This design comes from an exercise in tuning for small area on the open sky130 flow, not from production work. At most, simulation tests tie the RTL to the original design; equivalence was not proved.

// cordic_oscillator
module cordic_oscillator (
    input  wire               clk,
    input  wire               rst,
    input  wire               ce,
    input  wire signed [31:0] tuning_word,
    output wire signed [15:0] sin_out,
    output wire signed [15:0] cos_out,
    output wire               valid_out
);
Settings: LEC_CHECK=0, ABC_AREA=1, CAP_MARGIN=20, CORE_MARGIN=2, CORE_UTILIZATION=40, CTS_BUF_LIST=sky130_fd_sc_hd__clkbuf_8, CTS_CLUSTER_DIAMETER=60, CTS_CLUSTER_SIZE=16, SLEW_MARGIN=20; clock period 5.5 ns.
run.sh (not shown) runs the stock make flow with config.mk's settings and CLKGATE_MAP_FILE= SYNTH_SCRIPT=/design/flow/synth_recipe.tcl, a recipe that flattens the netlist after the stock synthesis.
The baseline finished clean.
Edit:
--- a/flow/design.v
+++ b/flow/design.v
@@ -143,25 +143,23 @@
         endcase
     end
     wire d_0 = qf == 2'b10;
     wire negx = qf == 2'b01 || qf == 2'b10;
     wire negy = qf == 2'b11;
     wire [16:0] zn = z[16:0] ^ {17{negz}};
     wire [16:0] zn1 = {16'd0, negz};
     wire signed [16:0] z_1 = zn + c1 + zn1;
     wire [0:0] d_1 = z_1_q1[16];
     wire signed [15:0] z_2 = z_1_q1 + (d_1 ? 16'sd30385 : -16'sd30385);
     wire [0:0] d_2 = z_2[15];
-    wire signed [14:0] zpa_1 = z_1_q1 + (d_1 ? 15'sd46439 : -15'sd14331);
-    wire signed [14:0] zpb_1 = z_1_q1 + (d_1 ? 15'sd14331 : -15'sd46439);
-    wire signed [14:0] z_3 = d_2 ? zpa_1 : zpb_1;
+    wire signed [14:0] z_3 = z_2 + (d_2 ? 15'sd16054 : -15'sd16054);
     wire [0:0] d_3 = z_3_q2[14];
     wire signed [13:0] z_4 = z_3_q2 + (d_3 ? 14'sd8149 : -14'sd8149);
     wire [0:0] d_4 = z_4[13];
     wire signed [12:0] z_5 = z_4 + (d_4 ? 13'sd4090 : -13'sd4090);
     wire [0:0] d_5 = z_5_q3[12];
     wire signed [11:0] z_6 = z_5_q3 + (d_5 ? 12'sd2047 : -12'sd2047);
     wire [0:0] d_6 = z_6[11];
     wire signed [10:0] z_7 = z_6 + (d_6 ? 11'sd1023 : -11'sd1023);
     wire [0:0] d_7 = z_7_q4[10];
     wire signed [10:0] z_8 = z_7_q4 + (d_7 ? 11'sd511 : -11'sd511);
     wire [0:0] d_8 = z_8[10];
Outcome: The changed run went through all stages and came out clean; global-route usage drops by 1.7 points; non-clock buffer count shrinks by 58; hold slack stays flat; synthesized cell count rose by about 1.8%; register-to-register slack got worse by 30 ps; maximum frequency shrinks by about 0.55%; clock skew decreases by 31 ps; setup slack loses 29 ps; final area climbs by about 0.32%; synthesized area is higher by 2.3%; via count grows by 0.55%.
For the first run of this note, only the layout was checked, not whether the RTL still works.

* * *

## red
cordic_oscillator, a different RTL version from the one above (not shown whole).
Size in the first run: about 0.031 mm^2 of cells after synthesis.
make LEC_CHECK=0 ABC_AREA=1 CAP_MARGIN=20 CORE_MARGIN=2 CORE_UTILIZATION=40 CTS_BUF_LIST=sky130_fd_sc_hd__clkbuf_8 CTS_CLUSTER_DIAMETER=60 CTS_CLUSTER_SIZE=16 SLEW_MARGIN=20 finish   # period 5.5 ns
Ran to the end and failed final checks on setup timing: red.
Inputs modified between red and orange:
--- a/flow/design.v
+++ b/flow/design.v
@@ -148,25 +148,33 @@
     wire [16:0] zn = z[16:0] ^ {17{negz}};
     wire [16:0] zn1 = {16'd0, negz};
     wire signed [16:0] z_1 = zn + c1 + zn1;
     wire [0:0] d_1 = z_1_q1[16];
     wire signed [15:0] z_2 = z_1_q1 + (d_1 ? 16'sd30385 : -16'sd30385);
     wire [0:0] d_2 = z_2[15];
-    wire signed [14:0] z_3 = z_2 + (d_2 ? 15'sd16054 : -15'sd16054);
+    wire signed [14:0] zpa_1 = z_1_q1 + (d_1 ? 15'sd46439 : -15'sd14331);
+    wire signed [14:0] zpb_1 = z_1_q1 + (d_1 ? 15'sd14331 : -15'sd46439);
+    wire signed [14:0] z_3 = d_2 ? zpa_1 : zpb_1;
     wire [0:0] d_3 = z_3_q2[14];
     wire signed [13:0] z_4 = z_3_q2 + (d_3 ? 14'sd8149 : -14'sd8149);
     wire [0:0] d_4 = z_4[13];
-    wire signed [12:0] z_5 = z_4 + (d_4 ? 13'sd4090 : -13'sd4090);
+    wire signed [12:0] zpa_3 = z_3_q2 + (d_3 ? 13'sd12239 : -13'sd4059);
+    wire signed [12:0] zpb_3 = z_3_q2 + (d_3 ? 13'sd4059 : -13'sd12239);
+    wire signed [12:0] z_5 = d_4 ? zpa_3 : zpb_3;
     wire [0:0] d_5 = z_5_q3[12];
     wire signed [11:0] z_6 = z_5_q3 + (d_5 ? 12'sd2047 : -12'sd2047);
     wire [0:0] d_6 = z_6[11];
-    wire signed [10:0] z_7 = z_6 + (d_6 ? 11'sd1023 : -11'sd1023);
+    wire signed [10:0] zpa_5 = z_5_q3 + (d_5 ? 11'sd3070 : -11'sd1024);
+    wire signed [10:0] zpb_5 = z_5_q3 + (d_5 ? 11'sd1024 : -11'sd3070);
+    wire signed [10:0] z_7 = d_6 ? zpa_5 : zpb_5;
     wire [0:0] d_7 = z_7_q4[10];
     wire signed [10:0] z_8 = z_7_q4 + (d_7 ? 11'sd511 : -11'sd511);
     wire [0:0] d_8 = z_8[10];
-    wire signed [9:0] z_9 = z_8 + (d_8 ? 10'sd255 : -10'sd255);
+    wire signed [9:0] zpa_7 = z_7_q4 + (d_7 ? 10'sd766 : -10'sd256);
+    wire signed [9:0] zpb_7 = z_7_q4 + (d_7 ? 10'sd256 : -10'sd766);
+    wire signed [9:0] z_9 = d_8 ? zpa_7 : zpb_7;
     wire [0:0] d_9 = z_9_q5[9];
     wire signed [8:0] z_10 = z_9_q5 + (d_9 ? 9'sd127 : -9'sd127);
     wire [0:0] d_10 = z_10[8];
     wire signed [7:0] z_11 = z_10 + (d_10 ? 8'sd63 : -8'sd63);
     wire [0:0] d_11 = z_11[7];
     wire signed [6:0] z_12 = z_11 + (d_11 ? 7'sd31 : -7'sd31);
@@ -407,35 +415,25 @@
     wire dn_15 = ~d_15;
     wire signed [3:0] mx_15 = {4{dn_15_q7}}, my_15 = {4{d_15_q7}};
     wire signed [3:0] ox_15 = ys_15 >>> 13, oy_15 = xs_15 >>> 13;
     wire signed [3:0] cx_15 = {3'd0, dn_15_q7}, cy_15 = {3'd0, d_15_q7};
     wire signed [3:0] rx_16 = rx_15 + (ox_15 ^ mx_15) + cx_15;
     wire signed [3:0] ry_16 = ry_15 + (oy_15 ^ my_15) + cy_15;
-    wire signed [13:0] xh_m27 = xh7 - 14'sd2;
-    wire x_z = rx_16[1:0] == 2'd0;
-    wire [1:0] x_eff = {rx_16[3], rx_16[2]} - {1'b0, negx_q7 & x_z};
-    reg signed [13:0] x_hv;
-    always @* case (x_eff) 2'b10: x_hv = xh_m27; 2'b11: x_hv = xh_m7; 2'b01: x_hv = xh_p7; default: x_hv = xh7; endcase
-    wire [1:0] x_lo = (rx_16[1:0] ^ {2{negx_q7}}) + {1'd0, negx_q7};
-    wire [15:0] x_fin = {x_hv ^ {14{negx_q7}}, x_lo};
-    wire signed [13:0] yh_m27 = yh7 - 14'sd2;
-    wire y_z = ry_16[1:0] == 2'd0;
-    wire [1:0] y_eff = {ry_16[3], ry_16[2]} - {1'b0, negy_q7 & y_z};
-    reg signed [13:0] y_hv;
-    always @* case (y_eff) 2'b10: y_hv = yh_m27; 2'b11: y_hv = yh_m7; 2'b01: y_hv = yh_p7; default: y_hv = yh7; endcase
-    wire [1:0] y_lo = (ry_16[1:0] ^ {2{negy_q7}}) + {1'd0, negy_q7};
-    wire [15:0] y_fin = {y_hv ^ {14{negy_q7}}, y_lo};
-    always @* begin
-        x_out = x_fin;
-        y_out = y_fin;
+    wire signed [13:0] xs_16 = rx_16[3] ? xh_m7 : rx_16[2] ? xh_p7 : xh7;
+    wire signed [13:0] ys_16 = ry_16[3] ? yh_m7 : ry_16[2] ? yh_p7 : yh7;
+    wire signed [15:0] x_16 = {xs_16, rx_16[1:0]};
+    wire signed [15:0] y_16 = {ys_16, ry_16[1:0]};
+    always @(posedge clk) begin
+        x_out <= negx_q7 ? -x_16 : x_16;
+        y_out <= negy_q7 ? -y_16 : y_16;
     end
-    reg [2:0] vcnt;
+    reg [3:0] vcnt;
     always @(posedge clk)
         if (rst) vcnt <= 0;
-        else if (vcnt != 7) vcnt <= vcnt + 1'b1;
-    assign valid_out = vcnt == 7;
+        else if (vcnt != 8) vcnt <= vcnt + 1'b1;
+    assign valid_out = vcnt == 8;
 endmodule
 module add_rca #(parameter W = 16) (
     input  wire [W-1:0] a,
     input  wire [W-1:0] b,
     input  wire         ci,
     output wire [W-1:0] s
- Compared with red, depth of the most critical reg-to-reg path in orange decreased by a little under 10%.
- Summary of orange over red: setup slack went up; global-route usage went down; number of buffer and inverter instances along the worst setup path went up; met3 track utilization from global routing went down.
- orange vs red: count of clock-buffer cells in the layout down by a little under 10%
- In the metrics for orange and red, the one carrying the lower register-to-register slack is red.
- Compared to red, orange has fraction of final layout cells sized beyond drive strength 1 6.8 points lower.
- The start point of the critical path comes out core.d_11_q6 in one run and core.x_14_q7[3] in the other, namely in orange and red respectively.
- Share of the cycle needed by the critical path after routing was lower in the run labelled orange.
- orange did not stop at any stage, and its layout met the timing, DRC and antenna checks.
- Compared with red, in orange worst stage delay on the critical path fell by 0.05 ns, total vias in the final route fell by 5.4%.
Function not checked in red: the RTL went through the layout flow alone.

* * *

## old
Another version of the RTL of cordic_oscillator (not shown whole).
Size: about 4600 cells after synthesis, ~68 I/O pins, ~30000 sq um of cells after synthesis.
Settings: LEC_CHECK=0, ABC_AREA=1, CAP_MARGIN=20, CORE_MARGIN=2, CORE_UTILIZATION=40, CTS_BUF_LIST=sky130_fd_sc_hd__clkbuf_8, CTS_CLUSTER_DIAMETER=60, CTS_CLUSTER_SIZE=16, SLEW_MARGIN=20; clock period 5.5 ns.
Here is what was changed in the inputs of new compared with old.
diff --git a/flow/design.v b/flow/design.v
--- a/flow/design.v
+++ b/flow/design.v
@@ -155,29 +155,29 @@
     wire signed [14:0] zpb_1 = z_1_q1 + (d_1 ? 15'sd14331 : -15'sd46439);
     wire signed [14:0] z_3 = d_2 ? zpa_1 : zpb_1;
     wire [0:0] d_3 = z_3_q2[14];
     wire signed [13:0] z_4 = z_3_q2 + (d_3 ? 14'sd8149 : -14'sd8149);
     wire [0:0] d_4 = z_4[13];
     wire signed [12:0] zpa_3 = z_3_q2 + (d_3 ? 13'sd12239 : -13'sd4059);
     wire signed [12:0] zpb_3 = z_3_q2 + (d_3 ? 13'sd4059 : -13'sd12239);
     wire signed [12:0] z_5 = d_4 ? zpa_3 : zpb_3;
     wire [0:0] d_5 = z_5_q3[12];
     wire signed [11:0] z_6 = z_5_q3 + (d_5 ? 12'sd2047 : -12'sd2047);
     wire [0:0] d_6 = z_6[11];
-    wire signed [10:0] z_7 = z_6 + (d_6 ? 11'sd1023 : -11'sd1023);
+    wire signed [10:0] zpa_5 = z_5_q3 + (d_5 ? 11'sd3070 : -11'sd1024);
+    wire signed [10:0] zpb_5 = z_5_q3 + (d_5 ? 11'sd1024 : -11'sd3070);
+    wire signed [10:0] z_7 = d_6 ? zpa_5 : zpb_5;
     wire [0:0] d_7 = z_7_q4[10];
     wire signed [10:0] z_8 = z_7_q4 + (d_7 ? 11'sd511 : -11'sd511);
     wire [0:0] d_8 = z_8[10];
-    wire signed [9:0] zpa_7 = z_7_q4 + (d_7 ? 10'sd766 : -10'sd256);
-    wire signed [9:0] zpb_7 = z_7_q4 + (d_7 ? 10'sd256 : -10'sd766);
-    wire signed [9:0] z_9 = d_8 ? zpa_7 : zpb_7;
+    wire signed [9:0] z_9 = z_8 + (d_8 ? 10'sd255 : -10'sd255);
     wire [0:0] d_9 = z_9_q5[9];
     wire signed [8:0] z_10 = z_9_q5 + (d_9 ? 9'sd127 : -9'sd127);
     wire [0:0] d_10 = z_10[8];
     wire signed [7:0] z_11 = z_10 + (d_10 ? 8'sd63 : -8'sd63);
     wire [0:0] d_11 = z_11[7];
     wire signed [6:0] z_12 = z_11 + (d_11 ? 7'sd31 : -7'sd31);
     wire [0:0] d_12 = z_12_q6[6];
     wire signed [5:0] z_13 = z_12_q6 + (d_12 ? 6'sd15 : -6'sd15);
     wire [0:0] d_13 = z_13[5];
     wire signed [4:0] z_14 = z_13 + (d_13 ? 5'sd7 : -5'sd7);
     wire [0:0] d_14 = z_14[4];
[summary]
- Changes observed in new relative to old: non-clock buffer count lost 11; initial cell density of the core held.
- [compare] base=old new=new: routed wire length up 6.1%; post-synth net total picked up an extra about 1.2%; worst setup slack went up 0.18 ns; fmax has increased.
- Measured against old, the number of cell instances on the worst register-to-register path of new comes out at 0.62 times the reference value.
- Arrival time at the worst endpoint: new < old

## separate check: timing with driven ports
No port has a modelled driver above. Below, the same layouts with a new extraction and two added sets of constraints.
Step 1 (the two cells are an assumption about what drives the block):
set clk [get_ports {clk}]
set_driving_cell -lib_cell sky130_fd_sc_hd__clkbuf_16 $clk
set_driving_cell -lib_cell sky130_fd_sc_hd__buf_2 [delete_from_list [all_inputs] $clk]
Step 2 moves the port delays by t, midway between the first and last clock arrival at a register: inputs arrive t later, outputs are due t later. That takes back most of the time a late clock gives input paths.
a / b / c = ideal / step 1 / step 2; a / b = the first two.
run	shift t [ns]	setup WS [ns]	hold slack, ns	latest minus earliest clock arrival (ns)	worst data-port slew with drivers (ns)
the first run of note 1	0.650	0.277 / 0.277 / -0.211	0.330 / 0.330 / 0.330	0.078 / 0.079	0.07
the second run of note 1	0.666	0.248 / 0.248 / -0.194	0.332 / 0.332 / 0.332	0.053 / 0.053	0.07
red	0.663	-0.417 / -0.473 / -0.182	0.323 / 0.323 / 0.323	0.053 / 0.054	0.03
orange	0.665	0.306 / 0.306 / -0.183	0.333 / 0.333 / 0.333	0.053 / 0.053	0.06
old	0.686	0.194 / 0.194 / -0.154	0.327 / 0.327 / 0.327	0.060 / 0.060	0.06
new	0.701	0.369 / 0.369 / -0.237	0.316 / 0.316 / 0.316	0.050 / 0.050	0.05
Met with ideal ports but missed after step 2: setup timing in 5 of these runs. The setup slack of new, which loses most, moves by 0.000 ns with the drivers and by -0.606 ns with both steps.
